Background: an optimization exercise with open tools, aiming at small area, a short achievable clock period and few clock cycles per item. Do not read the settings as production practice.
Where RTL was checked, it was by simulation tests only, not by an equivalence proof against the original.
Only the layout flow was run in runs 5 and 6; the RTL was not checked for function there.

==> design/flow/design.v <==
module sigma0 (input [31:0] in, output [31:0] out);
	assign out = {in[6:0], in[31:7]} ^ {in[17:0], in[31:18]} ^ (in >> 3);
endmodule
module sigma1 (input [31:0] in, output [31:0] out);
	assign out = {in[16:0], in[31:17]} ^ {in[18:0], in[31:19]} ^ (in >> 10);
endmodule
module SIGMA0 (input [31:0] in, output [31:0] out);
	assign out = {in[1:0], in[31:2]} ^ {in[12:0], in[31:13]} ^ {in[21:0], in[31:22]};
endmodule
module SIGMA1 (input [31:0] in, output [31:0] out);
	assign out = {in[5:0], in[31:6]} ^ {in[10:0], in[31:11]} ^ {in[24:0], in[31:25]};
endmodule
module choice (input [31:0] in0, in1, in2, output [31:0] out);
	assign out = (in0 & in1) | (~in0 & in2);
endmodule
module majority (input [31:0] in0, in1, in2, output [31:0] out);
	assign out = (in0 & in1) | (in0 & in2) | (in1 & in2);
endmodule
module sha256_k_next (input [5:0] idx, output logic [31:0] k);
	always_comb
		case (idx)
			6'd0: k = 32'h71374491;
			6'd1: k = 32'hb5c0fbcf;
			6'd2: k = 32'he9b5dba5;
			6'd3: k = 32'h3956c25b;
			6'd4: k = 32'h59f111f1;
			6'd5: k = 32'h923f82a4;
			6'd6: k = 32'hab1c5ed5;
			6'd7: k = 32'hd807aa98;
			6'd8: k = 32'h12835b01;
			6'd9: k = 32'h243185be;
			6'd10: k = 32'h550c7dc3;
			6'd11: k = 32'h72be5d74;
			6'd12: k = 32'h80deb1fe;
			6'd13: k = 32'h9bdc06a7;
			6'd14: k = 32'hc19bf174;
			6'd15: k = 32'he49b69c1;
			6'd16: k = 32'hefbe4786;
			6'd17: k = 32'h0fc19dc6;
			6'd18: k = 32'h240ca1cc;
			6'd19: k = 32'h2de92c6f;
			6'd20: k = 32'h4a7484aa;
			6'd21: k = 32'h5cb0a9dc;
			6'd22: k = 32'h76f988da;
			6'd23: k = 32'h983e5152;
			6'd24: k = 32'ha831c66d;
			6'd25: k = 32'hb00327c8;
			6'd26: k = 32'hbf597fc7;
			6'd27: k = 32'hc6e00bf3;
			6'd28: k = 32'hd5a79147;
			6'd29: k = 32'h06ca6351;
			6'd30: k = 32'h14292967;
			6'd31: k = 32'h27b70a85;
			6'd32: k = 32'h2e1b2138;
			6'd33: k = 32'h4d2c6dfc;
			6'd34: k = 32'h53380d13;
			6'd35: k = 32'h650a7354;
			6'd36: k = 32'h766a0abb;
			6'd37: k = 32'h81c2c92e;
			6'd38: k = 32'h92722c85;
			6'd39: k = 32'ha2bfe8a1;
			6'd40: k = 32'ha81a664b;
			6'd41: k = 32'hc24b8b70;
			6'd42: k = 32'hc76c51a3;
			6'd43: k = 32'hd192e819;
			6'd44: k = 32'hd6990624;
			6'd45: k = 32'hf40e3585;
			6'd46: k = 32'h106aa070;
			6'd47: k = 32'h19a4c116;
			6'd48: k = 32'h1e376c08;
			6'd49: k = 32'h2748774c;
			6'd50: k = 32'h34b0bcb5;
			6'd51: k = 32'h391c0cb3;
			6'd52: k = 32'h4ed8aa4a;
			6'd53: k = 32'h5b9cca4f;
			6'd54: k = 32'h682e6ff3;
			6'd55: k = 32'h748f82ee;
			6'd56: k = 32'h78a5636f;
			6'd57: k = 32'h84c87814;
			6'd58: k = 32'h8cc70208;
			6'd59: k = 32'h90befffa;
			6'd60: k = 32'ha4506ceb;
			6'd61: k = 32'hbef9a3f7;
			6'd62: k = 32'hc67178f2;
			default: k = 32'h428a2f98;
		endcase
endmodule
module csa (input [31:0] x, y, z, output [31:0] s, c);
	assign s = x ^ y ^ z;
	assign c = {(x[30:0] & y[30:0]) | (x[30:0] & z[30:0]) | (y[30:0] & z[30:0]), 1'b0};
endmodule
module csa1 (input [31:0] x, y, z, output [31:0] s, c);
	assign s = x ^ y ^ z;
	assign c = {(x[30:0] & y[30:0]) | (x[30:0] & z[30:0]) | (y[30:0] & z[30:0]), 1'b1};
endmodule
module SHA256_core (
	input clk,
	input ld,
	input ld0,
	input ph2,            
	input lpre2,          
	input [3:0] ffe_w,    
	input [3:0] ffa_w,    
	input [3:0] esel,     
	input [3:0] asel,     
	input oph2,           
	input park_d,         
	input park_w,         
	input cmp_d,          
	input [1:0] cr,       
	input [1:0] ca,       
	input [1:0] wsel,     
	input [3:0] k,
	input [5:0] rnd,      
	input [255:0] midstate,
	input [95:0] data,
	input [31:0] n,
	input [255:0] target,
	output e_lt, e_eq,    
	output a_lt, a_eq     
);
	localparam [255:0] IV = 256'h6a09e667bb67ae853c6ef372a54ff53a510e527f9b05688c1f83d9ab5be0cd19;
	localparam [31:0] K0 = 32'h428a2f98;
	localparam [31:0] C2 = 32'h5be0cd19 + 32'h428a2f98 + 32'ha54ff53a;
	logic [31:0] a, b, c, d, e, f, g;
	logic [31:0] w [0:15];
	logic [31:0] pre_s, pre_c;
	logic [31:0] S0, S1, ch, mj;
	SIGMA0 SG0(a, S0);
	SIGMA1 SG1(e, S1);
	choice chs(e, f, g, ch);
	majority mjs(a, b, c, mj);
	logic [31:0] e1s, e1c, e2s, e2c, e_new;
	csa ce1(S1, ch, pre_s, e1s, e1c);
	csa ce2(e1s, e1c, pre_c, e2s, e2c);
	assign e_new = e2s + e2c;
	logic [31:0] a1s, a1c, a2s, a2c, a_new;
	csa  ca1(S0, mj, e, a1s, a1c);
	csa1 ca2(a1s, a1c, ~d, a2s, a2c);
	assign a_new = a2s + a2c;
	logic [31:0] s0w, s1w, wu, wv, wx, wy, wn;
	sigma0 sg0(w[1], s0w);
	sigma1 sg1(w[14], s1w);
	csa cw1(s1w, w[9], s0w, wu, wv);
	csa cw2(wu, wv, w[0], wx, wy);
	assign wn = wx + wy;
	logic [31:0] bw, w15;
	always_comb begin
		bw = 32'd0;
		if (wsel[0])
			case (k)
				4'd0: bw = data[95:64];
				4'd1: bw = data[63:32];
				4'd2: bw = data[31:0];
				4'd3: bw = {n[7:0], n[15:8], n[23:16], n[31:24]};
				4'd4: bw = 32'h80000000;
				4'd15: bw = 32'd640;
				default: bw = 32'd0;
			endcase
		else
			case (k)
				4'd8: bw = 32'h80000000;
				4'd15: bw = 32'd256;
				default: bw = 32'd0;
			endcase
	end
	assign w15 = (wsel == 2'd0) ? wn : bw;
	logic [31:0] kn, p1s, p1c, pn_s, pn_c;
	sha256_k_next kr(rnd, kn);
	csa cp1(g, kn, w[1], p1s, p1c);
	csa cp2(p1s, p1c, b, pn_s, pn_c);
	logic [31:0] l1s, l1c, q1s, q1c;
	csa cl1(midstate[31:0], K0, data[95:64], l1s, l1c);
	csa cl2(l1s, l1c, midstate[159:128], q1s, q1c);
	logic [31:0] opa, ope, opr_a, opr_e, ffa, ffe, ta, te, xa, xe, xd;
	always_comb begin
		ope = ({32{esel[0]}} & (oph2 ? IV[31:0]   : midstate[31:0]))
		    | ({32{esel[1]}} & (oph2 ? IV[63:32]  : midstate[63:32]))
		    | ({32{esel[2]}} & (oph2 ? IV[95:64]  : midstate[95:64]))
		    | ({32{esel[3]}} & (oph2 ? IV[127:96] : midstate[127:96]));
		opa = ({32{asel[0]}} & (oph2 ? IV[159:128] : midstate[159:128]))
		    | ({32{asel[1]}} & (oph2 ? IV[191:160] : midstate[191:160]))
		    | ({32{asel[2]}} & (oph2 ? IV[223:192] : midstate[223:192]))
		    | ({32{asel[3]}} & (oph2 ? IV[255:224] : midstate[255:224]));
		case (cr)
			2'd0: te = target[255:224];
			2'd1: te = target[223:192];
			2'd2: te = target[191:160];
			default: te = target[159:128];
		endcase
		case (ca)
			2'd0: ta = target[127:96];
			2'd1: ta = target[95:64];
			2'd2: ta = target[63:32];
			default: ta = target[31:0];
		endcase
	end
	always_ff @(posedge clk) begin
		opr_a <= opa;
		opr_e <= ope;
	end
	assign ffa = a + opr_a;
	assign ffe = e + opr_e;
	assign xd = cmp_d ? d : w[0];
	assign xe = {xd[7:0], xd[15:8], xd[23:16], xd[31:24]};
	assign xa = {w[6][7:0], w[6][15:8], w[6][23:16], w[6][31:24]};
	assign e_lt = xe < te;
	assign e_eq = xe == te;
	assign a_lt = xa < ta;
	assign a_eq = xa == ta;
	logic [255:0] lv;
	assign lv = ph2 ? IV : midstate;
	always_ff @(posedge clk) begin
		if (ld) begin
			{e, f, g} <= lv[127:32];
			{a, b, c} <= lv[223:128];
			if (lpre2)
				{pre_s, pre_c} <= {a ^ opr_a ^ C2, (a[30:0] & opr_a[30:0]) | (a[30:0] & C2[30:0]) | (opr_a[30:0] & C2[30:0]), 1'b0};
			else
				{pre_s, pre_c} <= {q1s, q1c};
		end else begin
			g <= f; f <= e; e <= e_new;
			c <= b; b <= a; a <= ld0 ? lv[255:224] : a_new;
			{pre_s, pre_c} <= {pn_s, pn_c};
		end
		d <= park_d ? ffe : c;
		for (int j = 0; j < 15; j++) w[j] <= w[j+1];
		w[15] <= w15;
		if (ffe_w[0]) w[11] <= ffe;
		if (ffe_w[1]) w[9]  <= ffe;
		if (ffe_w[2]) w[7]  <= ffe;
		if (ffe_w[3]) w[5]  <= ffe;
		if (ffa_w[0]) w[6]  <= ffa;
		if (ffa_w[1]) w[4]  <= ffa;
		if (ffa_w[2]) w[2]  <= ffa;
		if (ffa_w[3]) w[0]  <= ffa;
		if (park_w) begin
			w[0] <= ffe;
			w[6] <= ffa;
		end
	end
endmodule
module SHA256_controller (
	input CLOCK_50,
	input calculate,
	input [95:0] data,
	input [255:0] midstate,
	input [255:0] target,
	output [31:0] good_nonce,
	output reg done
);
	localparam [1:0] RELOAD = 2'd0, H1 = 2'd1, H2 = 2'd2, FOUND = 2'd3;
	logic [1:0] st;
	logic [6:0] rnd, rnd_n;
	logic [31:0] nonce;    
	logic slow;            
	logic e_lt, e_eq, a_lt, a_eq;
	logic edec, elt, adec, alt;
	logic dec;             
	logic acted;           
	logic r_lt, r_eq;
	logic [1:0] cr, ca;
	logic ld, ld0, ph2, lpre2, oph2, park_d, park_w;
	logic [3:0] ffe_w, ffa_w, esel, esel_n, asel_n, k;
	logic [1:0] wsel;
	logic [6:0] r60, r61, r62;
	assign r60 = rnd - 7'd60;
	assign r61 = rnd - 7'd61;
	assign r62 = rnd - 7'd62;
	always_comb begin
		rnd_n = rnd + 7'd1;
		case (st)
			RELOAD: if (rnd == 7'd61) rnd_n = 7'd0;
			H1: if (rnd == 7'd65) rnd_n = 7'd0;
			H2: if (!slow && rnd == 7'd61) rnd_n = 7'd0;
			    else if (slow && rnd == 7'd67) rnd_n = 7'd46;
			default: ;
		endcase
	end
	always_comb begin
		ld = 1'b0; ld0 = 1'b0; ph2 = 1'b0; lpre2 = 1'b0; oph2 = 1'b0;
		park_d = 1'b0; park_w = 1'b0;
		ffe_w = 4'd0; ffa_w = 4'd0;
		esel = 4'd0; esel_n = 4'd0; asel_n = 4'd0;
		wsel = 2'd0; k = rnd[3:0];
		if (rnd >= 7'd61 && rnd <= 7'd64) esel[r61[1:0]] = 1'b1;
		if (rnd >= 7'd60 && rnd <= 7'd63) esel_n[r60[1:0]] = 1'b1;
		if (rnd >= 7'd61 && rnd <= 7'd64) asel_n[r61[1:0]] = 1'b1;
		case (st)
			RELOAD: begin
				wsel = 2'd1;
				k = rnd[3:0] - 4'd14;
				if (rnd == 7'd61) ld = 1'b1;
			end
			H1: begin
				if (rnd == 7'd0) ld0 = 1'b1;
				if (rnd >= 7'd58) begin
					wsel = 2'd2;
					k = rnd[3:0] - 4'd2;
				end
				if (rnd >= 7'd61 && rnd <= 7'd64) ffe_w = esel;
				if (rnd >= 7'd62 && rnd <= 7'd65) ffa_w[r62[1:0]] = 1'b1;
				if (rnd == 7'd65) begin
					ld = 1'b1;
					ph2 = 1'b1;
					lpre2 = 1'b1;
				end
			end
			H2: begin
				oph2 = 1'b1;
				ph2 = 1'b1;
				if (rnd == 7'd0) ld0 = 1'b1;
				if (!slow) begin
					if (rnd >= 7'd46) begin
						wsel = 2'd1;
						k = rnd[3:0] - 4'd14;
					end
					if (rnd == 7'd61) begin
						park_d = 1'b1;
						ld = 1'b1;
						ph2 = 1'b0;
					end
				end else if (rnd >= 7'd61)
					park_w = 1'b1;
			end
			default: ;
		endcase
	end
	SHA256_core core (
		.clk(CLOCK_50),
		.ld(ld), .ld0(ld0), .ph2(ph2), .lpre2(lpre2),
		.ffe_w(ffe_w), .ffa_w(ffa_w), .esel(esel_n), .asel(asel_n), .oph2(oph2),
		.park_d(park_d), .park_w(park_w), .cmp_d(dec), .cr(cr), .ca(ca),
		.wsel(wsel), .k(k), .rnd(rnd[5:0]),
		.midstate(midstate), .data(data),
		.n(st == RELOAD ? nonce : nonce + 32'd1),
		.target(target),
		.e_lt(e_lt), .e_eq(e_eq), .a_lt(a_lt), .a_eq(a_eq)
	);
	always_ff @(posedge CLOCK_50) begin
		dec <= st == H2 && !slow && rnd == 7'd61;
		cr <= (st == H2 && !slow && rnd == 7'd61) ? 2'd0 : rnd_n[1:0] - 2'd2;   
		ca <= rnd_n[1:0] + 2'd1;                                               
		acted <= dec;
		r_lt <= e_lt;
		r_eq <= e_eq;
		if (rnd == 7'd62 || (!edec && rnd <= 7'd65)) begin
			edec <= !e_eq;
			elt <= e_lt;
		end
		if (rnd == 7'd63 || (!adec && rnd <= 7'd66)) begin
			adec <= !a_eq;
			alt <= a_lt;
		end
	end
	always_ff @(posedge CLOCK_50 or posedge calculate)
		if (calculate) begin
			st <= RELOAD;
			rnd <= 7'd46;
			slow <= 1'b0;
			nonce <= 32'h913914e3;
			done <= 1'b0;
		end else begin
			rnd <= rnd_n;
			case (st)
				RELOAD: if (rnd == 7'd61) st <= H1;
				H1: begin
					if (acted) begin
						if (!r_eq) begin
							if (r_lt) begin
								st <= FOUND;
								done <= 1'b1;
							end else
								nonce <= nonce + 32'd1;
						end else begin
							st <= RELOAD;
							slow <= 1'b1;
						end
					end
					if (rnd == 7'd65) st <= H2;
				end
				H2: begin
					if (!slow && rnd == 7'd61) st <= H1;
					if (slow && rnd == 7'd67) begin
						if (edec ? elt : alt) begin
							st <= FOUND;
							done <= 1'b1;
						end else begin
							st <= RELOAD;
							slow <= 1'b0;
							nonce <= nonce + 32'd1;
						end
					end
				end
				default: ;
			endcase
		end
	assign good_nonce = nonce;
endmodule
==> design/flow/flow/run.sh <==
#!/bin/bash
# The standard layout (the standard.sh: standard synthesis, floorplan, place,
# CTS, route, finish), with the port buffers made from buf_1 cells instead of
# the default choice, and timing repair aiming at 6.2 ns of setup slack.  make's full output goes to make.log in this folder;
# ORFS keeps each step's own log under orfs/logs.
set -euo pipefail
bash standard.sh BUFFER_PORTS_ARGS="-buffer_cell sky130_fd_sc_hd__buf_1" SETUP_SLACK_MARGIN=6.2 finish > make.log 2>&1
==> design/flow/standard.sh <==
#!/bin/bash
# synth_recipe.tcl (not shown) runs the flow's synth.tcl, then flattens the netlist and writes it again
# the make line also repeats each setting of config.mk as NAME=value (left out here)
make -C /OpenROAD-flow-scripts/flow DESIGN_CONFIG=/design/flow/config.mk WORK_HOME=/design/flow/orfs CLKGATE_MAP_FILE= SYNTH_SCRIPT=/design/flow/synth_recipe.tcl "${@:-finish}"
==> design/flow/config.mk <==
export PLATFORM = sky130hd
export DESIGN_NAME = SHA256_controller
export DESIGN_NICKNAME = SHA256_controller
export VERILOG_FILES = /design/flow/design.v
export SDC_FILE = /design/flow/constraint.sdc
export NUM_CORES = 4
export LEC_CHECK = 0
export CAP_MARGIN = 20
export CORE_MARGIN = 2
export CORE_UTILIZATION = 40
export PLACE_DENSITY = 0.75
export SETUP_SLACK_MARGIN = 5.0
export SLEW_MARGIN = 20
export TNS_END_PERCENT = 5
==> design/flow/constraint.sdc <==
create_clock -name core_clock -period 10.0 [get_ports {CLOCK_50}]
set_input_delay 2.0000 -clock core_clock [delete_from_list [all_inputs] [get_ports {CLOCK_50}]]
set_output_delay 2.0000 -clock core_clock [all_outputs]
set_load 0.01 [all_outputs]
==> results of run 1 <==
## metal layers
metal  up-vias  global-route usage, %
li1      22355                      -
met5         -                 0.8233
met1     24960                  46.39
met2      3793                  50.90
met3       685                  12.64
met4        16                  25.80
## what timing repair did
action / 4_1_cts / 5_1_grt
pin swaps: 98 / 62
endpoints found under the setup margin: 607 / 262
buffers inserted: 123 / 32
resized for setup: 399 / 94
gates cloned: 2 / 0
## registers in the layout (all words and copies together), names as in the netlist, 7 cells and up
register	cells
core.a	32
core.b	32
core.c	32
core.d	32
core.e	32
core.f	32
core.g	32
core.opr_a	32
core.opr_e	32
core.pre_c	31
core.pre_s	32
core.w	512
nonce	32
rnd	7
## area by class of cell
cell class                 instances  area share [%]
sequential                       918           28.87
timing repair buffer             871           6.763
clock buffer                     126           4.087
tap                             1794           3.414
multi-input combinational       4313           52.58
inverter                         585           3.372
antenna                            8         0.03045
clock inverter                    47          0.8791
## Yosys cell counts (49+ instances only)
cell type  count
inv_1        582
fa_1         279
clkbuf_1     351
mux2_2        63
nor3_1       122
ha_1         295
xor2_1       123
a21o_1        93
a22oi_1       84
nand2_1      636
o22ai_1       50
a221oi_1      49
xnor2_1      333
nor2_1       332
o21ai_0      670
a21oi_1      300
nand3_1      116
mux4_2        73
dfxtp_1      871
## critical path, delay by kind of cell (launching register included)
kind | cells | cell delay [ps]
AND/OR/NAND/NOR | 1 | 110
XOR/XNOR | 1 | 250
buffers and inverters | 4 | 440
flip-flops | 1 | 410
AO/OA/AOI/OAI | 7 | 1380
adder cells (fa/ha/maj) | 4 | 1640
## per-stage QoR
stage	setup WS [ps]	instances	hold WS (ps)
finish	5576	8662	300.7
global route	5460	8659	298.6
CTS	5628	8622	302.6
detailed placement	4678	8324	312.1
global placement	4728	8322	309.9
floorplan	5834	6222	309.6
## kinds of logic (layout without fill, tap and decap cells)
family / after synthesis / count (layout) / share of synthesized area [%]
compound gates: 1640 / 1640 / 18.38
xor+xnor: 457 / 457 / 7.240
fa+ha+maj: 606 / 606 / 17.33
buf+inv: 992 / 1629 / 6.870
flops: 918 / 918 / 33.68
mux: 179 / 179 / 5.027
other cells: 0 / 8 / 0
simple gates: 1430 / 1431 / 11.47
## worst max path at each step
stage / startpoint / end / slack (ps) / depth (start not counted)
6_report: core.a[5] / core.a[20] / 5580 / 17
5_1_grt: core.a[0] / core.a[24] / 5460 / 17
4_1_cts: core.a[10] / core.a[29] / 5630 / 16
3_5_place_dp: rnd[1] / core.a[30] / 4680 / 10
3_3_place_gp: rnd[2] / core.w[15][4] / 4730 / 11
2_1_floorplan: target[1] / alt / 5830 / 13
==> run summary, run 1 <==
* Clk latency of the worst-skew pair at 740 ps
* GP Congestion at 1.074
* Core area at 0.1375 mm^2
* RSZ-0062 raised after global routing: true
* Max Fclk at 0.2260 GHz
* Clock-pin slew on the worst setup and hold paths at 60 ps
* GRT overflow at 0
* Clock tree buffer depth at 3
* Total global-route track usage at 36.37%
* Sequential area share after synthesis at 33.68%
* Largest net degree at the start of global routing at 150
* YS warnings at 5
* Synth top area cells: dfxtp_1 31%, fa_1 10%, ha_1 6.7%
* CTS sink cnt at 918
* Mapped Cells at 6222
* Critical Path Sink Type: flip-flop
* TritonCTS clock tree: yes
* Final min period at 4424 ps
* Initial Util at 40.28%
* WL/cell at 30.74 um
* Final Net Count at 7968
* Layout overhead on the synthesized area at 18.72%
* Commonest register cell after synthesis: dfxtp_1
* Setup Skew at 74.10 ps
* Final setup violation count at 0
* Worst Hold Depth at 0
* First-pass GRT wire length at 364000 um
* CP Data Required Time at 10550 ps
* Outcome: complete, no violations
* Pre-antenna DRT Iters at 7
* Max cap viols at 0
* Finished layout cell area at 0.06575 mm^2
* Fill cells at 12942
* Antenna viol nets, final at 0
* Slew HR at 10.20%
* Dpl cell area at 0.05921 mm^2
* Met2 WL at 105600 um
* Share of cells above drive strength 1 at 13.94%
* Number of remaining DRC errors at 0
* Hold-fix buffers, CTS at 0
* Final wirelength at 266200 um
* Post-synthesis register bit count at 918
* Fin. max-slew vios at 0
* Synthesized cell area at 0.05538 mm^2
* Arr. time, crit path at 4980 ps
* Worst path max stage delay at 520 ps
* Multi-input logic area at 0.03457 mm^2
* Period utilization at 44.24%
* Worst-path cell chain: maj3_1 > fa_1 > inv_1 > fa_1 > inv_1 > ha_4 > a21o_1 > a21oi_1 > nor2b_1 > o31ai_4 > o211ai_1 > buf_4 > buf_4 > a31o_2 > a21oi_1 > xor2_1 > o22ai_1
* Initial antenna violation count at 20
* Slowest CP cell: fa_1
* Clock buffer count from CTS at 95
* Via density at 5.981
* Async set-reset flop share out of synthesis at 4.684%
* Row Count at 136
* Hold path start: core.w[2][20]
* CTS Root Cell: clkbuf_16
* Commonest non-fill, non-tap cell in the layout: dfxtp_1
* Crit Reg-Reg Startpoint: core.a[5]
* Slew at the pin with the worst max-slew slack at 1333 ps
* Routed length on met1 at 99800 um
* Share of Yosys cell area claimed by the top area cell type at 31.48%
* PortBufs at 642
* Vias in the first global route at 48972
* CP Max Fanout at 6
* Most frequent cells in the layout: 749 x dfxtp_1, 642 x buf_1, 639 x o21ai_0
* R2r endpoint: core.a[20]
* Die X at 376.1 um
* Synth Net Count at 7406
* Register Area at 0.01899 mm^2
* Die height at 376.1 um
* Average cell area after synthesis at 8.901 um^2
* Final Hold Vio Count at 0
* WHS Endpoint: core.w[1][20]
* DIE AREA at 0.1415 mm^2
* Initial DRC Count at 7159
* R2R setup slack at 5580 ps
* CTS H-Tree Depth at 3
* Dpl hpwl at 206500 um
* DR vias at 51809
* Startpoint Class: flip-flop
* Top Metal Used: met5
* Setup TNS at 0 ps
* Hold/Removal Path Class: reg2reg
* Path depth of the worst reg2reg path at 17
* Yosys cell types at 109
* WS Path Type: reg2reg
* Post-synth EDFFs at 4
* Met3 WL at 37010 um
* Area leader, netlist: dfxtp_1
* IO Count at 643
* Final Core Density at 47.82%
Testbench counts, summed over its fixed seeds: cycles 1,043,776, nonces 8,126.
==> run 2, diff against run 1 <==
==> design/flow/flow/run.sh (replaced) <==
#!/bin/bash
# The standard layout (the standard.sh: standard synthesis, floorplan, place,
# CTS, route, finish), with the port buffers made from buf_1 cells instead of
# the default choice, and timing repair aiming at 6.8 ns of setup slack.  make's full output goes to make.log in this folder;
# ORFS keeps each step's own log under orfs/logs.
set -euo pipefail
bash standard.sh BUFFER_PORTS_ARGS="-buffer_cell sky130_fd_sc_hd__buf_1" SETUP_SLACK_MARGIN=6.8 finish > make.log 2>&1
--- a/design/flow/config.mk
+++ b/design/flow/config.mk
@@ -8,7 +8,6 @@
 export CAP_MARGIN = 20
 export CORE_MARGIN = 2
 export CORE_UTILIZATION = 40
-export PLACE_DENSITY = 0.75
 export SETUP_SLACK_MARGIN = 5.0
 export SLEW_MARGIN = 20
 export TNS_END_PERCENT = 5
==> run summary, run 2 <==
* Max cap viols at 0
* GRT overflow at 0
* Arr. time, crit path at 5080 ps
* Average cell area after synthesis at 8.901 um^2
* Critical Path Sink Type: flip-flop
* Hold WS at 309.8 ps
* Clock buffer count from CTS at 97
* Hold-fix buffers, CTS at 0
* Antenna viol nets, final at 0
* Final min period at 4494 ps
* Final Hold Vio Count at 0
* Dpl hpwl at 208900 um
* Startpoint Class: flip-flop
* CTS Root Cell: clkbuf_16
* Async set-reset flop share out of synthesis at 4.684%
* First-pass GRT wire length at 366500 um
* Die height at 376.1 um
* Most frequent cells in the layout: 772 x dfxtp_1, 642 x buf_1, 613 x nand2_1
* Final wirelength at 269400 um
* Multi-input logic area at 0.03547 mm^2
* Slew at the pin with the worst max-slew slack at 1248 ps
* WS Path Type: reg2reg
* Commonest non-fill, non-tap cell in the layout: dfxtp_1
* Initial Util at 40.28%
* Post-synthesis mux area share at 5.027%
* Yosys cell types at 109
* Post-Synth Simple-Gate Area at 11.47%
* Fin. max-slew vios at 0
* IO Count at 643
* Post-Synth XOR/XNOR Area at 7.240%
* WL/cell at 30.86 um
* Layout overhead on the synthesized area at 21.57%
* Final Core Density at 48.97%
* Clk latency of the worst-skew pair at 760 ps
* Post-synth EDFFs at 4
* CP Max Fanout at 5
* Number of remaining DRC errors at 0
* Post-synth top cells: 871 x dfxtp_1, 670 x o21ai_0, 636 x nand2_1
* Share of cells above drive strength 1 at 16.08%
* Largest family of logic cells by synthesized area: compound AO/OA/AOI/OAI gates
* R2R setup slack at 5510 ps
* Outcome: complete, no violations
* RSZ-0062 raised after global routing: true
* Mapped Cells at 6222
* Row Count at 136
* Fill cells at 12973
* Final Net Count at 8024
* Most numerous cell in the Yosys netlist: dfxtp_1
* Setup Skew at 64.21 ps
* DIE AREA at 0.1415 mm^2
* CP Data Required Time at 10580 ps
* YS warnings at 5
* Pre-antenna DRT Iters at 8
* TritonCTS clock tree: yes
* Period utilization at 44.94%
* Synthesized cell area at 0.05538 mm^2
* Post-synthesis register bit count at 918
* Finished layout cell area at 0.06733 mm^2
* Via density at 5.986
* Synth Area in Adders at 17.33%
* Initial antenna violation count at 32
* Register Area at 0.01891 mm^2
* Max FFs per register at 512
* Core area at 0.1375 mm^2
* Commonest register cell after synthesis: dfxtp_1
* Max Fclk at 0.2225 GHz
* CTS H-Tree Depth at 3
* Synth Net Count at 7406
* Synth top area cells: dfxtp_1 31%, fa_1 10%, ha_1 6.7%
* PortBufs at 642
* Clock-pin slew on the worst setup and hold paths at 60 ps
* DR vias at 52258
* Slew HR at 15.93%
* Setup TNS at 0 ps
* Most flop-heavy register: core.w
* Die X at 376.1 um
* Vias in the first global route at 48327
* Initial DRC Count at 7137
* Final setup violation count at 0
* Total global-route track usage at 36.66%
* Clock tree buffer depth at 3
* Area leader, netlist: dfxtp_1
* Hold/Removal Path Class: reg2reg
* CTS sink cnt at 918
* Synth Area in Compound Gates at 18.38%
* Share of Yosys cell area claimed by the top area cell type at 31.48%
* Dpl cell area at 0.05939 mm^2
* Sequential area share after synthesis at 33.68%
* Largest net degree at the start of global routing at 196
* GP Congestion at 1.077
-- run 2: changes by cell type in the layout (fill, tap and decap cells not counted), moves of 13 or more --
cell	previous run	this run
o21ai_0	639	608
a21oi_1	276	258
a21oi_2	20	33
dfxtp_1	749	772
nor2_1	319	306
dfxtp_4	65	43
o21ai_1	35	48
buf_4	193	222
-- run 2: timing repair --
action                     4_1_cts  5_1_grt
pin swaps                       91      119
setup buffers                  110       92
resized for setup              424      231
gates cloned                     6        3
setup endpoints to repair      691      657
-- run 2: critical path: stages, from the launching register on --
cell and delay, ps:
dfxtp_4 390, buf_4 150, xnor2_2 140, xnor2_2 150, fa_1 540, inv_1 60, fa_1 480, inv_1 60
ha_4 290, nand3_4 80, nor2_4 90, or4b_4 510, a21oi_4 230, a31oi_4 150, o311ai_4 380, a311oi_2 180
o21bai_2 210, xnor2_1 150, o21ai_1 70
-- run 2: routing by layer --
| metal | share of wire [%] | vias to the layer above | GRT usage (%) |
|---|---|---|---|
| met5 | 0.039 | - | 0 |
| met4 | 8.2 | 16 | 25.12 |
| met3 | 13 | 738 | 11.30 |
| met2 | 40 | 3676 | 51.60 |
| met1 | 38 | 25312 | 47.83 |
| li1 | - | 22516 | - |
-- run 2: final cells by class --
cell class | instances | share of cell area, %
Tap cell | 1794 | 3.334
Sequential cell | 918 | 28.08
Timing Repair Buffer | 922 | 7.589
Clock inverter | 43 | 0.7767
Clock buffer | 133 | 4.179
Antenna cell | 19 | 0.07061
Inverter | 585 | 3.295
Multi-Input combinational cell | 4316 | 52.68
-- run 2: logic make-up after synthesis --
family,count (synthesis)
xor+xnor,457
buf+inv,992
simple gates,1430
mux,179
flops,918
fa+ha+maj,606
compound gates,1640
-- run 2: path summary, 6_finish.rpt --
kind	from	to	cells after the start
worst max-delay path	core.a[3]	core.a[31]	18
worst min-delay path	core.w[4][14]	core.w[3][14]	0
worst max register to register	core.a[3]	core.a[31]	18
worst min register to register	core.w[4][14]	core.w[3][14]	0
max in group asynchronous	calculate	rnd[4]	2
min in group asynchronous	calculate	nonce[4]	2
-- run 2: per-stage QoR --
stage               setup slack [ps]  instances
floorplan                       5834       6222
global placement                4607       8323
detailed placement              4523       8324
CTS                             5491       8616
global route                    5443       8719
finish                          5506       8730
==> run 3, diff against run 2 <==
--- a/design/flow/config.mk
+++ b/design/flow/config.mk
@@ -5,6 +5,7 @@
 export SDC_FILE = /design/flow/constraint.sdc
 export NUM_CORES = 4
 export LEC_CHECK = 0
+export ABC_AREA = 1
 export CAP_MARGIN = 20
 export CORE_MARGIN = 2
 export CORE_UTILIZATION = 40
==> run summary, run 3 <==
* Outcome: complete, no violations
* CP Data Required Time at 10570 ps
* Yosys cell types at 72
* Average cell area after synthesis at 7.556 um^2
* Post-synth EDFFs at 4
* PortBufs at 642
* Number of remaining DRC errors at 0
* Synth top area cells: dfxtp_1 31%, nand2_1 10%, fa_1 9.8%
* Crit path capture: core.w[7][23]
* WL/cell at 31.76 um
* Mapped Cells at 7543
* Pre-antenna DRT Iters at 6
* Core area at 0.1414 mm^2
* Slew HR at 20.41%
* Final setup violation count at 0
* Met2 WL at 130600 um
* Vias in the first global route at 55750
* CP Launch Point: core.e[2]
* Most numerous cell in the Yosys netlist: nand2_1
* Dpl cell area at 0.06126 mm^2
* Die X at 381.5 um
* Total global-route track usage at 43.16%
* Layout overhead on the synthesized area at 25.89%
* Path depth of the worst reg2reg path at 9
* Sequential area share after synthesis at 32.73%
* Max FFs per register at 512
* DR vias at 60331
* Hold WS at 314.7 ps
* Share of cells above drive strength 1 at 15.90%
* Fin. max-slew vios at 0
* Die height at 381.5 um
* Arr. time, crit path at 4560 ps
* Most flop-heavy register: core.w
* CP Max Fanout at 6
* CTS H-Tree Depth at 3
* Clock tree buffer depth at 3
* Row Count at 138
* RSZ-0062 raised after global routing: true
* Clock-pin slew on the worst setup and hold paths at 70 ps
* R2R setup slack at 6000 ps
* Crit Reg-Reg Startpoint: core.e[2]
* Initial Util at 40.30%
* GRT overflow at 0
* Commonest non-fill, non-tap cell in the layout: nand2_1
* Area leader, netlist: dfxtp_1
* Routed length on met1 at 126700 um
* Final Net Count at 9471
* Final min period at 3995 ps
* Most frequent cells in the layout: 1473 x nand2_1, 965 x inv_1, 791 x o21ai_0
* Share of Yosys cell area claimed by the top area cell type at 30.59%
* CTS sink cnt at 918
* Largest net degree at the start of global routing at 77
* Hold/Removal Path Class: reg2reg
* Critical Path Sink Type: flip-flop
* Met3 WL at 42660 um
* Startpoint Class: flip-flop
* First-pass GRT wire length at 439300 um
* R2r endpoint: core.w[7][23]
* Clk latency of the worst-skew pair at 770 ps
* Clock buffer count from CTS at 104
* CTS Root Cell: clkbuf_16
* IO Count at 643
* TritonCTS clock tree: yes
* Synth Net Count at 8727
* Post-synth top cells: 1559 x nand2_1, 1006 x inv_1, 874 x o21ai_0
* Finished layout cell area at 0.07175 mm^2
* YS warnings at 5
* Setup Skew at 40.23 ps
* Max Fclk at 0.2503 GHz
* Async set-reset flop share out of synthesis at 4.684%
* Top Metal Used: met5
* WS Path Type: reg2reg
* Slew at the pin with the worst max-slew slack at 1190 ps
* Initial antenna violation count at 23
* Period utilization at 39.95%
* Via density at 5.871
* Dpl hpwl at 254400 um
* Post-synthesis register bit count at 918
* Antenna viol nets, final at 0
* Final wirelength at 326300 um
* DIE AREA at 0.1455 mm^2
* Hold-fix buffers, CTS at 0
* Initial DRC Count at 8177
* GP Congestion at 1.092
* Max cap viols at 0
* Setup TNS at 0 ps
* Final Hold Vio Count at 0
* Synthesized cell area at 0.05699 mm^2
* Final Core Density at 50.74%
* Commonest register cell after synthesis: dfxtp_1
-- run 3: cell types whose count changed after synthesis, sizes merged, moves of 74 or more --
cell and delta:
a22oi -75, xnor2 -172, clkbuf -92, a21o -74, nand2 +931, nor2 +144
inv +447, o21ai +230, nand3 +260
-- run 3: what timing repair did --
action	4_1_cts	5_1_grt
gates cloned	17	4
pin swaps	97	180
setup endpoints to repair	700	671
buffers inserted	117	114
gates resized for setup	582	550
-- run 3: how the worst min path moves through the flow --
stage | startpoint | slack, ps | endpoint | cells after the start
2_1_floorplan | core.w[2][8] | 310 | core.w[1][8] | 0
3_3_place_gp | core.w[11][30] | 310 | core.w[10][30] | 0
3_5_place_dp | core.w[11][19] | 310 | core.w[10][19] | 0
4_1_cts | core.w[15][21] | 320 | core.w[14][21] | 0
5_1_grt | core.w[15][21] | 320 | core.w[14][21] | 0
6_report | core.w[15][21] | 310 | core.w[14][21] | 0
-- run 3: metrics by stage --
stage                     worst slack (ps)  instances
after floorplan                       6514       7543
after CTS                             6162      10150
after global placement                4518       9819
after global routing                  6096      10270
after detailed placement              4362       9819
final                                 6005      10276
-- run 3: layer usage --
metal | vias to the layer above | track usage (%)
met5 | - | 0
met4 | 12 | 27.65
met3 | 923 | 14.21
met2 | 4273 | 60.67
met1 | 29100 | 56.45
li1 | 26023 | -
-- run 3: logic make-up (layout without fill, tap and decap cells) --
group	count (synthesis)	count (layout)	share of synthesized area [%]
AND/OR/NAND/NOR	2632	2634	19.18
AO/OA/AOI/OAI	1623	1623	15.96
buffers and inverters	1387	2220	9.376
flip-flops	918	918	32.73
adder cells (fa/ha/maj)	602	602	16.77
XOR/XNOR	350	350	5.378
multiplexers	31	31	0.6059
other	0	8	0
-- run 3: layout make-up --
type,count,area (um^2)
antenna,8,20.02
tap,1890,2365
clock buffer,144,3024
multi-input combinational,5240,36660
fill,13787,69660
clock inverter,53,614.3
sequential,918,18990
timing repair buffer,982,5997
timing repair inverter,4,35.03
inverter,1037,4045
-- run 3: critical path, stage by stage, from the launching register on --
cell	delay [ps]
dfxtp_4	390
buf_4	190
ha_1	340
o2bb2ai_1	730
o21ai_0	510
nand3_1	180
nand3_1	200
or2_2	330
nand2_1	630
o21ai_1	280
==> run 4, diff against run 3 <==
==> design/flow/flow/run.sh (replaced) <==
#!/bin/bash
# The standard layout (the standard.sh: standard synthesis, floorplan, place,
# CTS, route, finish), with the port buffers made from buf_1 cells instead of
# the default choice, and timing repair aiming at 5.7 ns of setup slack.  make's full output goes to make.log in this folder;
# ORFS keeps each step's own log under orfs/logs.
set -euo pipefail
bash standard.sh BUFFER_PORTS_ARGS="-buffer_cell sky130_fd_sc_hd__buf_1" SETUP_SLACK_MARGIN=5.7 finish > make.log 2>&1
--- a/design/flow/config.mk
+++ b/design/flow/config.mk
@@ -5,10 +5,8 @@
 export SDC_FILE = /design/flow/constraint.sdc
 export NUM_CORES = 4
 export LEC_CHECK = 0
-export ABC_AREA = 1
 export CAP_MARGIN = 20
 export CORE_MARGIN = 2
 export CORE_UTILIZATION = 40
 export SETUP_SLACK_MARGIN = 5.0
 export SLEW_MARGIN = 20
-export TNS_END_PERCENT = 5
==> run summary, run 4 <==
* Share of cells above drive strength 1 at 12.55%
* Setup Skew at 68.44 ps
* Post-synthesis mux area share at 5.027%
* Initial DRC Count at 6682
* Synth Area in Compound Gates at 18.38%
* CTS H-Tree Depth at 3
* Final Net Count at 7929
* Post-synth EDFFs at 4
* WL/cell at 30.46 um
* Hold/Removal Path Class: reg2reg
* Post-synth top cells: 871 x dfxtp_1, 670 x o21ai_0, 636 x nand2_1
* CP Max Fanout at 4
* Antenna viol nets, final at 0
* Finished layout cell area at 0.06526 mm^2
* Final Core Density at 47.46%
* Clock tree buffer depth at 3
* Hold WS at 305.1 ps
* Path depth of the worst reg2reg path at 17
* Most frequent cells in the layout: 782 x dfxtp_1, 645 x o21ai_0, 642 x buf_1
* Hold path start: core.w[15][30]
* GRT overflow at 0
* Worst-path cell chain: xnor2_4 > xnor2_2 > fa_1 > inv_1 > fa_1 > inv_2 > ha_4 > a211oi_4 > o21a_1 > or4b_4 > a21oi_4 > a31oi_4 > o311ai_4 > nand2_1 > o21ai_2 > xnor2_1 > a22oi_1
* Fin. max-slew vios at 0
* Dpl cell area at 0.05924 mm^2
* Number of remaining DRC errors at 0
* Met2 Use GR at 51.40%
* RSZ-0062 raised after global routing: true
* Clock buffer count from CTS at 102
* R2R setup slack at 5500 ps
* Synth Area in Adders at 17.33%
* Initial Util at 40.28%
* Mapped Cells at 6222
* Crit Reg-Reg Startpoint: core.a[3]
* WHS Endpoint: core.w[14][30]
* Slew HR at 15.04%
* Max FFs per register at 512
* Critical Path Sink Type: flip-flop
* Total global-route track usage at 36.01%
* Largest family of logic cells by synthesized area: compound AO/OA/AOI/OAI gates
* WP buf/inv at 2
* First-pass GRT wire length at 359900 um
* Slowest CP cell: or4b_4
* Row Count at 136
* Met1 Use GR at 48.44%
* Synth top area cells: dfxtp_1 31%, fa_1 10%, ha_1 6.7%
* Max cap viols at 0
* DIE AREA at 0.1415 mm^2
* Busiest grt layer: met2
* Largest net degree at the start of global routing at 167
* Crit-path most repeated cell: fa_1
* Clk latency of the worst-skew pair at 760 ps
* Die X at 376.1 um
* Commonest register cell after synthesis: dfxtp_1
* Final wirelength at 263000 um
* Startpoint Class: flip-flop
* Worst Hold Depth at 0
* Fin cells at 8634
* Synthesized cell area at 0.05538 mm^2
* Hold-fix buffers, CTS at 0
* Die height at 376.1 um
* Initial antenna violation count at 24
* Sequential area share after synthesis at 33.68%
* YS warnings at 5
* DP Worst Slack at 4660 ps
* Post-synthesis register bit count at 918
* Average cell area after synthesis at 8.901 um^2
* Via density at 5.913
* Core area at 0.1375 mm^2
* Final setup violation count at 0
* CP Data Required Time at 10530 ps
* Share of Yosys cell area claimed by the top area cell type at 31.48%
* Worst path max stage delay at 570 ps
* Commonest non-fill, non-tap cell in the layout: dfxtp_1
* GP Congestion at 1.035
* Clock-pin slew on the worst setup and hold paths at 70 ps
* Most numerous cell in the Yosys netlist: dfxtp_1
* R2r endpoint: core.a[29]
* Max Fclk at 0.2223 GHz
* Most flop-heavy register: core.w
* DR vias at 51057
* IO Count at 643
* Layout overhead on the synthesized area at 17.83%
* Period utilization at 44.98%
* Post-Synth XOR/XNOR Area at 7.240%
* Cells after DPL at 8331
* Met3 Usage GRT at 9.360%
* Dpl hpwl at 208500 um
* TritonCTS clock tree: yes
* Post-Synth Simple-Gate Area at 11.47%
* Pre-antenna DRT Iters at 9
* Arr. time, crit path at 5020 ps
* Fill cells at 13294
* Slew at the pin with the worst max-slew slack at 1270 ps
* Async set-reset flop share out of synthesis at 4.684%
* WS Path Type: reg2reg
* CTS sink cnt at 918
* Setup TNS at 0 ps
* Outcome: complete, no violations
* CP delay by family, top: adder cells
* Yosys cell types at 109
* Final worst slack at 5502 ps
* Synth Net Count at 7406
* Vias in the first global route at 47408
* PortBufs at 642
* Final Hold Vio Count at 0
* CTS Root Cell: clkbuf_16
* Area leader, netlist: dfxtp_1
* Final min period at 4498 ps
run 4: cell count changes after synthesis, sizes merged, moves of 73 or more:
cell and delta:
nand3 -260, a21o +74, a22oi +75, mux4 +73, o21ai -230, xnor2 +172
clkbuf +92, inv -447, nor2 -144, nand2 -931
run 4: worst max-delay path by stage:
stage	startpoint	end	slack [ps]	cells past startpoint
after detailed placement	rnd[1]	core.pre_s[23]	4660	13
after global routing	core.a[11]	core.a[31]	5410	16
after global placement	rnd[4]	core.w[15][27]	4310	11
after CTS	core.a[3]	core.a[29]	5600	17
final	core.a[3]	core.a[29]	5500	17
after floorplan	core.a[2]	core.a[29]	5780	17
run 4: cells by family after synthesis:
logic type	count (synthesis)
fa+ha+maj	606
flops	918
simple gates	1430
compound gates	1640
mux	179
buf+inv	992
xor+xnor	457
run 4: what timing repair did:
action                                  CTS  global route
pin swaps                                42           100
endpoints found under the setup margin  436           223
gates cloned                              2             0
gates resized for setup                 224           144
setup buffers                            47            54
run 4: per-layer routing:
metal  vias to the layer above  routed length, um
met5                         -                 85
met4                        12              19050
met3                       592              30310
met2                      3319             107700
met1                     24817             105800
li1                      22317                  -
run 4: cell type report:
class	count	area (um^2)	area share [%]
Multi-Input combinational cell	4314	34290	52.54
Sequential cell	918	18880	28.93
Timing Repair Buffer	824	4088	6.264
Clock buffer	134	2874	4.404
Tap cell	1794	2245	3.440
Inverter	585	2203	3.376
Clock inverter	55	656.9	1.007
Antenna cell	10	25.02	0.03835
==> run 5, diff against run 4 <==
--- a/design/flow/design.v
+++ b/design/flow/design.v
@@ -261,12 +261,8 @@
 	logic r_lt, r_eq;
 	logic [1:0] cr, ca;
 	logic ld, ld0, ph2, lpre2, oph2, park_d, park_w;
-	logic [3:0] ffe_w, ffa_w, esel, esel_n, asel_n, k;
+	logic [3:0] ffe_w, ffa_w, esel_n, asel_n, k;
 	logic [1:0] wsel;
-	logic [6:0] r60, r61, r62;
-	assign r60 = rnd - 7'd60;
-	assign r61 = rnd - 7'd61;
-	assign r62 = rnd - 7'd62;
 	always_comb begin
 		rnd_n = rnd + 7'd1;
 		case (st)
@@ -277,55 +273,80 @@
 			default: ;
 		endcase
 	end
+	logic [1:0] st_nn;
 	always_comb begin
-		ld = 1'b0; ld0 = 1'b0; ph2 = 1'b0; lpre2 = 1'b0; oph2 = 1'b0;
-		park_d = 1'b0; park_w = 1'b0;
-		ffe_w = 4'd0; ffa_w = 4'd0;
-		esel = 4'd0; esel_n = 4'd0; asel_n = 4'd0;
-		wsel = 2'd0; k = rnd[3:0];
-		if (rnd >= 7'd61 && rnd <= 7'd64) esel[r61[1:0]] = 1'b1;
-		if (rnd >= 7'd60 && rnd <= 7'd63) esel_n[r60[1:0]] = 1'b1;
-		if (rnd >= 7'd61 && rnd <= 7'd64) asel_n[r61[1:0]] = 1'b1;
+		st_nn = st;
 		case (st)
+			RELOAD: if (rnd == 7'd61) st_nn = H1;
+			H1: if (rnd == 7'd65) st_nn = H2;
+			H2: if (!slow && rnd == 7'd61) st_nn = H1;
+			    else if (slow && rnd == 7'd67) st_nn = RELOAD;
+			default: ;
+		endcase
+	end
+	logic ld_d, ld0_d, ph2_d, lpre2_d, oph2_d, park_d_d, park_w_d;
+	logic [3:0] ffe_w_d, ffa_w_d, esel_d, asel_d, k_d;
+	logic [1:0] wsel_d;
+	logic [6:0] r, r60, r61, r62;
+	assign r = rnd_n;
+	assign r60 = r - 7'd60;
+	assign r61 = r - 7'd61;
+	assign r62 = r - 7'd62;
+	always_comb begin
+		ld_d = 1'b0; ld0_d = 1'b0; ph2_d = 1'b0; lpre2_d = 1'b0; oph2_d = 1'b0;
+		park_d_d = 1'b0; park_w_d = 1'b0;
+		ffe_w_d = 4'd0; ffa_w_d = 4'd0;
+		esel_d = 4'd0; asel_d = 4'd0;
+		wsel_d = 2'd0; k_d = r[3:0];
+		if (r >= 7'd60 && r <= 7'd63) esel_d[r60[1:0]] = 1'b1;
+		if (r >= 7'd61 && r <= 7'd64) asel_d[r61[1:0]] = 1'b1;
+		case (st_nn)
 			RELOAD: begin
-				wsel = 2'd1;
-				k = rnd[3:0] - 4'd14;
-				if (rnd == 7'd61) ld = 1'b1;
+				wsel_d = 2'd1;
+				k_d = r[3:0] - 4'd14;
+				if (r == 7'd61) ld_d = 1'b1;
 			end
 			H1: begin
-				if (rnd == 7'd0) ld0 = 1'b1;
-				if (rnd >= 7'd58) begin
-					wsel = 2'd2;
-					k = rnd[3:0] - 4'd2;
+				if (r == 7'd0) ld0_d = 1'b1;
+				if (r >= 7'd58) begin
+					wsel_d = 2'd2;
+					k_d = r[3:0] - 4'd2;
 				end
-				if (rnd >= 7'd61 && rnd <= 7'd64) ffe_w = esel;
-				if (rnd >= 7'd62 && rnd <= 7'd65) ffa_w[r62[1:0]] = 1'b1;
-				if (rnd == 7'd65) begin
-					ld = 1'b1;
-					ph2 = 1'b1;
-					lpre2 = 1'b1;
+				if (r >= 7'd61 && r <= 7'd64) ffe_w_d[r61[1:0]] = 1'b1;
+				if (r >= 7'd62 && r <= 7'd65) ffa_w_d[r62[1:0]] = 1'b1;
+				if (r == 7'd65) begin
+					ld_d = 1'b1;
+					ph2_d = 1'b1;
+					lpre2_d = 1'b1;
 				end
 			end
 			H2: begin
-				oph2 = 1'b1;
-				ph2 = 1'b1;
-				if (rnd == 7'd0) ld0 = 1'b1;
+				oph2_d = 1'b1;
+				ph2_d = 1'b1;
+				if (r == 7'd0) ld0_d = 1'b1;
 				if (!slow) begin
-					if (rnd >= 7'd46) begin
-						wsel = 2'd1;
-						k = rnd[3:0] - 4'd14;
+					if (r >= 7'd46) begin
+						wsel_d = 2'd1;
+						k_d = r[3:0] - 4'd14;
 					end
-					if (rnd == 7'd61) begin
-						park_d = 1'b1;
-						ld = 1'b1;
-						ph2 = 1'b0;
+					if (r == 7'd61) begin
+						park_d_d = 1'b1;
+						ld_d = 1'b1;
+						ph2_d = 1'b0;
 					end
-				end else if (rnd >= 7'd61)
-					park_w = 1'b1;
+				end else if (r >= 7'd61)
+					park_w_d = 1'b1;
 			end
 			default: ;
 		endcase
 	end
+	always_ff @(posedge CLOCK_50) begin
+		ld <= ld_d; ld0 <= ld0_d; ph2 <= ph2_d; lpre2 <= lpre2_d; oph2 <= oph2_d;
+		park_d <= park_d_d; park_w <= park_w_d;
+		ffe_w <= ffe_w_d; ffa_w <= ffa_w_d;
+		esel_n <= esel_d; asel_n <= asel_d;
+		wsel <= wsel_d; k <= k_d;
+	end
 	SHA256_core core (
 		.clk(CLOCK_50),
 		.ld(ld), .ld0(ld0), .ph2(ph2), .lpre2(lpre2),
@@ -356,7 +377,7 @@
 	always_ff @(posedge CLOCK_50 or posedge calculate)
 		if (calculate) begin
 			st <= RELOAD;
-			rnd <= 7'd46;
+			rnd <= 7'd45;    
 			slow <= 1'b0;
 			nonce <= 32'h913914e3;
 			done <= 1'b0;
==> run summary, run 5 <==
* CP delay by family, top: compound AO/OA/AOI/OAI gates
* Antenna viol nets, final at 0
* Initial DRC Count at 6666
* Final min period at 4428 ps
* PortBufs at 642
* Area leader, netlist: dfxtp_1
* CTS H-Tree Depth at 3
* Sequential area share after synthesis at 33.93%
* RSZ-0062 raised after global routing: true
* R2R setup slack at 5570 ps
* Core area at 0.1411 mm^2
* Setup TNS at 0 ps
* WP buf/inv at 1
* Vias in the first global route at 47536
* YS warnings at 5
* Finished layout cell area at 0.06736 mm^2
* Die height at 380.5 um
* WS Path Type: reg2reg
* Hold/Removal Path Class: reg2reg
* CP Max Fanout at 5
* CP Data Required Time at 10700 ps
* Max cap viols at 0
* Clock tree buffer depth at 3
* Fin cells at 8518
* Final Hold Vio Count at 0
* Slew HR at 17.98%
* Setup Skew at 63.23 ps
* WL/cell at 33.78 um
* Final Core Density at 47.75%
* Path depth of the worst reg2reg path at 12
* Via density at 5.902
* Worst Hold Depth at 0
* DIE AREA at 0.1448 mm^2
* Synth Net Count at 7156
* Dpl hpwl at 231900 um
* Layout overhead on the synthesized area at 18.81%
* Outcome: complete, no violations
* Number of remaining DRC errors at 0
* Final Net Count at 7728
* Post-synth top cells: 900 x dfxtp_1, 650 x inv_1, 406 x a21oi_1
* Critical Path Sink Type: flip-flop
* Mapped Cells at 5955
* Period utilization at 44.28%
* CTS sink cnt at 947
* WHS Endpoint: core.w[3][2]
* First-pass GRT wire length at 385900 um
* Arr. time, crit path at 5130 ps
* Async set-reset flop share out of synthesis at 4.541%
* Largest net degree at the start of global routing at 83
* Worst path max stage delay at 730 ps
* Max Fclk at 0.2258 GHz
* Worst-path cell chain: inv_1 > ha_1 > a211oi_1 > o21bai_1 > a21oi_2 > o21ai_0 > a31oi_1 > a31oi_1 > a21oi_1 > xnor2_1 > mux2i_1 > o21ai_0
* Post-synth EDFFs at 4
* Dpl cell area at 0.06096 mm^2
* Final setup violation count at 0
* Share of Yosys cell area claimed by the top area cell type at 31.78%
* Most numerous cell in the Yosys netlist: dfxtp_1
* Fill cells at 13499
* GRT overflow at 0
* Average cell area after synthesis at 9.521 um^2
* Synthesized cell area at 0.05670 mm^2
* Slew at the pin with the worst max-slew slack at 1230 ps
* DR vias at 50270
* Row Count at 138
* GP Congestion at 1.061
* Clock-pin slew on the worst setup and hold paths at 60 ps
* Hold-fix buffers, CTS at 0
* R2r endpoint: core.w[0][27]
* Total global-route track usage at 38.37%
* Most flop-heavy register: core.w
* Slowest CP cell: xnor2_1
* Clk latency of the worst-skew pair at 780 ps
* CTS Root Cell: clkbuf_16
* Share of cells above drive strength 1 at 17.67%
* Crit Reg-Reg Startpoint: core.a[1]
* Fin. max-slew vios at 0
* Yosys cell types at 86
* Pre-antenna DRT Iters at 9
* Startpoint Class: flip-flop
* Die X at 380.5 um
* Most frequent cells in the layout: 772 x dfxtp_1, 642 x buf_1, 638 x inv_1
* Cell depth of the worst setup path at 12
* Clock buffer count from CTS at 106
* Max FFs per register at 512
* Synth top area cells: dfxtp_1 32%, fa_1 9.9%, ha_1 6.9%
* Cells after DPL at 8215
* Commonest non-fill, non-tap cell in the layout: dfxtp_1
* Initial Util at 40.19%
* Commonest register cell after synthesis: dfxtp_1
* Hold path start: core.w[4][2]
* Post-synthesis register bit count at 947
* TritonCTS clock tree: yes
* Final wirelength at 287700 um
* Initial antenna violation count at 20
* IO Count at 643
## run 5: changes by cell type in the layout (fill, tap and decap cells not counted), moves of 24 or more
cell | before | now
nor2_1 | 326 | 384
nand2_1 | 624 | 279
a21oi_1 | 276 | 382
o22ai_1 | 50 | 24
xnor2_2 | 36 | 75
a221oi_1 | 41 | 8
nor3_1 | 121 | 56
nand3b_1 | 2 | 67
mux2_2 | 63 | 289
mux2i_1 | 42 | 110
mux4_2 | 73 | 97
a222oi_1 | 15 | 40
o21ai_0 | 645 | 376
inv_1 | 577 | 638
## run 5: worst reg2reg max path, cell delays in order (launching register included)
cell	delay [ps]
dfxtp_2	450
inv_1	260
ha_1	420
a211oi_1	90
o21bai_1	250
a21oi_2	190
o21ai_0	680
a31oi_1	320
a31oi_1	500
a21oi_1	160
xnor2_1	730
mux2i_1	160
o21ai_0	170
## run 5: repair_timing
item	in CTS	in global routing
endpoints found under the setup margin	168	97
pin swaps	43	77
buffers inserted	39	53
resized for setup	267	196
cloned	0	2
## run 5: kinds of logic (layout without fill, tap and decap cells)
group                    Yosys count  after routing  synth area share [%]
AO/OA/AOI/OAI                   1308           1308                 14.15
XOR/XNOR                         460            460                 7.106
adder cells (fa/ha/maj)          613            613                 17.12
buffers and inverters           1005           1667                 6.691
flip-flops                       947            947                 33.93
multiplexers                     499            499                 11.59
other                              0             11                     0
AND/OR/NAND/NOR                 1123           1123                 9.414
## run 5: worst max path at each step
stage | start | end | slack (ps)
after global placement | core.a[24] | core.a[30] | 4550
final | core.a[1] | core.w[0][27] | 5570
after global routing | core.e[28] | core.e[28] | 5580
after CTS | core.a[3] | core.a[30] | 5650
after floorplan | core.e[31] | core.e[28] | 5690
after detailed placement | core.a[24] | core.a[30] | 4540
## run 5: cell type report
class                           instances  area [um^2]  area share (%)
Timing Repair Buffer                  815         3831           5.687
Multi-Input combinational cell       4003        35300           52.41
Inverter                              653         2476           3.676
Clock buffer                          138         3004           4.460
Timing Repair inverter                  1        5.005        0.007430
Tap cell                             1890         2365           3.510
Antenna cell                           11        27.53         0.04086
Sequential cell                       947        19560           29.04
Clock inverter                         60        788.3           1.170
## run 5: through the flow
| stage | hold WS, ps | setup slack, ps |
|---|---|---|
| 6_report | 314.3 | 5572 |
| 5_1_grt | 321.4 | 5581 |
| 4_1_cts | 300.6 | 5649 |
| 3_5_place_dp | 312.1 | 4541 |
| 3_3_place_gp | 309.5 | 4553 |
| 2_1_floorplan | 309.6 | 5687 |
## run 5: per-layer routing
metal  up-vias  track usage, %  part of all wire [%]
li1      21494               -                     -
met1     24863           51.54                    40
met2      3267           54.21                    41
met3       638           11.76                    12
met4         8           22.09                   7.0
met5         -               0                 0.020
==> run 6, diff against run 5 <==
==> design/flow/flow/run.sh (replaced) <==
#!/bin/bash
# The standard layout (the standard.sh: standard synthesis, floorplan, place,
# CTS, route, finish), with the port buffers made from buf_1 cells instead of
# the default choice, and timing repair aiming at 6.5 ns of setup slack.  make's full output goes to make.log in this folder;
# ORFS keeps each step's own log under orfs/logs.
set -euo pipefail
bash standard.sh BUFFER_PORTS_ARGS="-buffer_cell sky130_fd_sc_hd__buf_1" SETUP_SLACK_MARGIN=6.5 finish > make.log 2>&1
==> run summary, run 6 <==
* Average cell area after synthesis at 9.521 um^2
* WL/cell at 31.87 um
* Async set-reset flop share out of synthesis at 4.541%
* Setup Skew at 57.98 ps
* First-pass GRT wire length at 374200 um
* Startpoint Class: flip-flop
* CTS sink cnt at 947
* Total global-route track usage at 36.72%
* Fin. max-slew vios at 0
* Most frequent cells in the layout: 761 x dfxtp_1, 629 x buf_1, 603 x inv_1
* Setup TNS at 0 ps
* DR vias at 51670
* Hold/Removal Path Class: reg2reg
* Vias in the first global route at 48212
* IO Count at 643
* Cells after DPL at 8209
* Die height at 380.5 um
* Clock-pin slew on the worst setup and hold paths at 70 ps
* Final worst slack at 5738 ps
* Synth Net Count at 7156
* Synth top area cells: dfxtp_1 32%, fa_1 9.9%, ha_1 6.9%
* Share of Yosys cell area claimed by the top area cell type at 31.78%
* Register Area at 0.01965 mm^2
* Clock buffer count from CTS at 99
* Arr. time, crit path at 4910 ps
* Slew HR at 18.77%
* Die X at 380.5 um
* Post-synth EDFFs at 4
* Slew at the pin with the worst max-slew slack at 1218 ps
* CTS Root Cell: clkbuf_16
* Largest net degree at the start of global routing at 171
* Yosys cell types at 86
* Final Hold Vio Count at 0
* Max cap viols at 0
* Hold-fix buffers, CTS at 0
* CP Max Fanout at 4
* Sequential area share after synthesis at 33.93%
* Final Core Density at 51.39%
* Period utilization at 42.62%
* Final wirelength at 278200 um
* TritonCTS clock tree: yes
* Synthesized cell area at 0.05670 mm^2
* Final setup violation count at 0
* Max Fclk at 0.2346 GHz
* Multi-input logic area at 0.03829 mm^2
* Row Count at 138
* Core area at 0.1411 mm^2
* CP Data Required Time at 10650 ps
* Pre-antenna DRT Iters at 9
* Final Net Count at 7948
* WS Path Type: reg2reg
* Commonest register cell after synthesis: dfxtp_1
* Most numerous cell in the Yosys netlist: dfxtp_1
* RSZ-0062 raised after global routing: true
* Via density at 5.920
* Clk latency of the worst-skew pair at 740 ps
* Outcome: complete, no violations
* Area leader, netlist: dfxtp_1
* Fill cells at 12890
* CTS H-Tree Depth at 3
* Initial antenna violation count at 31
* Most flop-heavy register: core.w
* Antenna viol nets, final at 0
* Number of remaining DRC errors at 0
* Critical Path Sink Type: flip-flop
* Post-synth top cells: 900 x dfxtp_1, 650 x inv_1, 406 x a21oi_1
* Final min period at 4262 ps
* Clock tree buffer depth at 3
* YS warnings at 5
* Post-synthesis register bit count at 947
* PortBufs at 642
* Initial DRC Count at 7741
* GRT overflow at 0
* Initial Util at 40.19%
* Dpl hpwl at 216900 um
* Share of cells above drive strength 1 at 26.89%
* Mapped Cells at 5955
* DIE AREA at 0.1448 mm^2
* Max FFs per register at 512
* Layout overhead on the synthesized area at 27.86%
* Fin cells at 8728
* Commonest non-fill, non-tap cell in the layout: dfxtp_1
* DP Worst Slack at 4829 ps
* GP Congestion at 1.048
## run 6: cell counts after synthesis
No cell type changed its count.
## run 6: worst paths after layout
kind	from	to	slack [ps]	cells past startpoint
max	core.a[7]	core.a[30]	5740	18
min	core.w[2][29]	core.w[1][29]	290	0
max reg2reg	core.a[7]	core.a[30]	5740	18
min reg2reg	core.w[2][29]	core.w[1][29]	290	0
max in group asynchronous	calculate	rnd[5]	8260	3
min in group asynchronous	calculate	nonce[22]	1200	2
## run 6: metal layers
layer  track usage, %  vias up  part of all wire [%]
li1                 -    21944                     -
met1            48.66    25260                    39
met2            52.17     3640                    40
met3            10.25      798                    13
met4            23.87       28                   8.3
met5                0        -                 0.067
## run 6: logic make-up (layout without fill, tap and decap cells)
family                     after synthesis  after routing  share of synthesized area (%)
AOI/OAI and AO/OA                     1308           1308                          14.15
xor gates and xnor gates               460            460                          7.106
adders and majority gates              613            613                          17.12
buffers and inverters                 1005           1878                          6.691
DFF                                    947            947                          33.93
muxes                                  499            499                          11.59
other                                    0             10                              0
and+or+nand+nor                       1123           1123                          9.414
## run 6: stage by stage
step                      hold slack [ps]  area, um^2
after floorplan                     309.6       57500
after global placement              309.6       61340
after detailed placement            312.1       61340
after CTS                           279.8       69830
after global routing                284.7       72480
final                               294.3       72490
## run 6: timing repair
action / in CTS / in global routing
pin swaps: 265 / 274
endpoints found under the setup margin: 364 / 250
resized for setup: 785 / 400
buffers inserted: 228 / 96
cloned: 0 / 2
## run 6: final cells by class
| type | instances | share of cell area, % |
|---|---|---|
| inverters | 653 | 3.442 |
| clock inverters | 56 | 1.156 |
| clock buffers | 126 | 3.825 |
| well taps | 1890 | 3.262 |
| flip-flops and latches | 947 | 27.11 |
| diodes | 10 | 0.03452 |
| repair buffers | 1043 | 8.347 |
| multi-input cells | 4003 | 52.82 |
## run 6: critical path, cell delays in order (launching register included)
cell and delay, ps:
dfxtp_4 360, buf_4 160, xnor2_2 130, xnor2_1 140
fa_1 610, inv_1 80, fa_1 480, inv_1 60
ha_4 330, and2_4 160, nand3_1 140, nor3_2 250
o31ai_4 130, a21boi_2 190, a311o_1 250, a21oi_2 100
o21ai_2 210, mux2i_1 250, a22o_1 140

## port drivers added, routing unchanged
Ports are ideal in the flow. The routed layouts listed here were re-timed in OpenROAD.
Step 1 (the two cells are an assumption about what drives the block):
set clk [get_ports {CLOCK_50}]
set_driving_cell -lib_cell sky130_fd_sc_hd__clkbuf_16 $clk
set_driving_cell -lib_cell sky130_fd_sc_hd__buf_2 [delete_from_list [all_inputs] $clk]
Step 2 adds t to the input delays and takes it off the output delays; t is the mean of the earliest and latest rising clock arrival at the registers after step 1. Input paths then give back, and output paths get back, about the clock's delay inside the block.
a / b / c = ideal / step 1 / step 2; a / b = the first two.
| run | shift t [ns] | setup WS [ns] | worst slew at a driven data input, ns |
|---|---|---|---|
| run 1 | 0.792 | 5.576 / 5.576 / 4.938 | 0.19 |
| run 2 | 0.808 | 5.506 / 5.506 / 5.095 | 0.24 |
| run 3 | 0.841 | 6.005 / 6.005 / 5.582 | 0.08 |
| run 4 | 0.814 | 5.502 / 5.502 / 5.220 | 0.15 |
| run 5 | 0.826 | 5.572 / 5.572 / 5.082 | 0.18 |
| run 6 | 0.789 | 5.738 / 5.738 / 5.595 | 0.19 |
After both steps setup and hold are still met in every run listed. For run 1, which loses most, drivers alone change the setup slack by 0.000 ns; drivers and shift together by -0.638 ns.
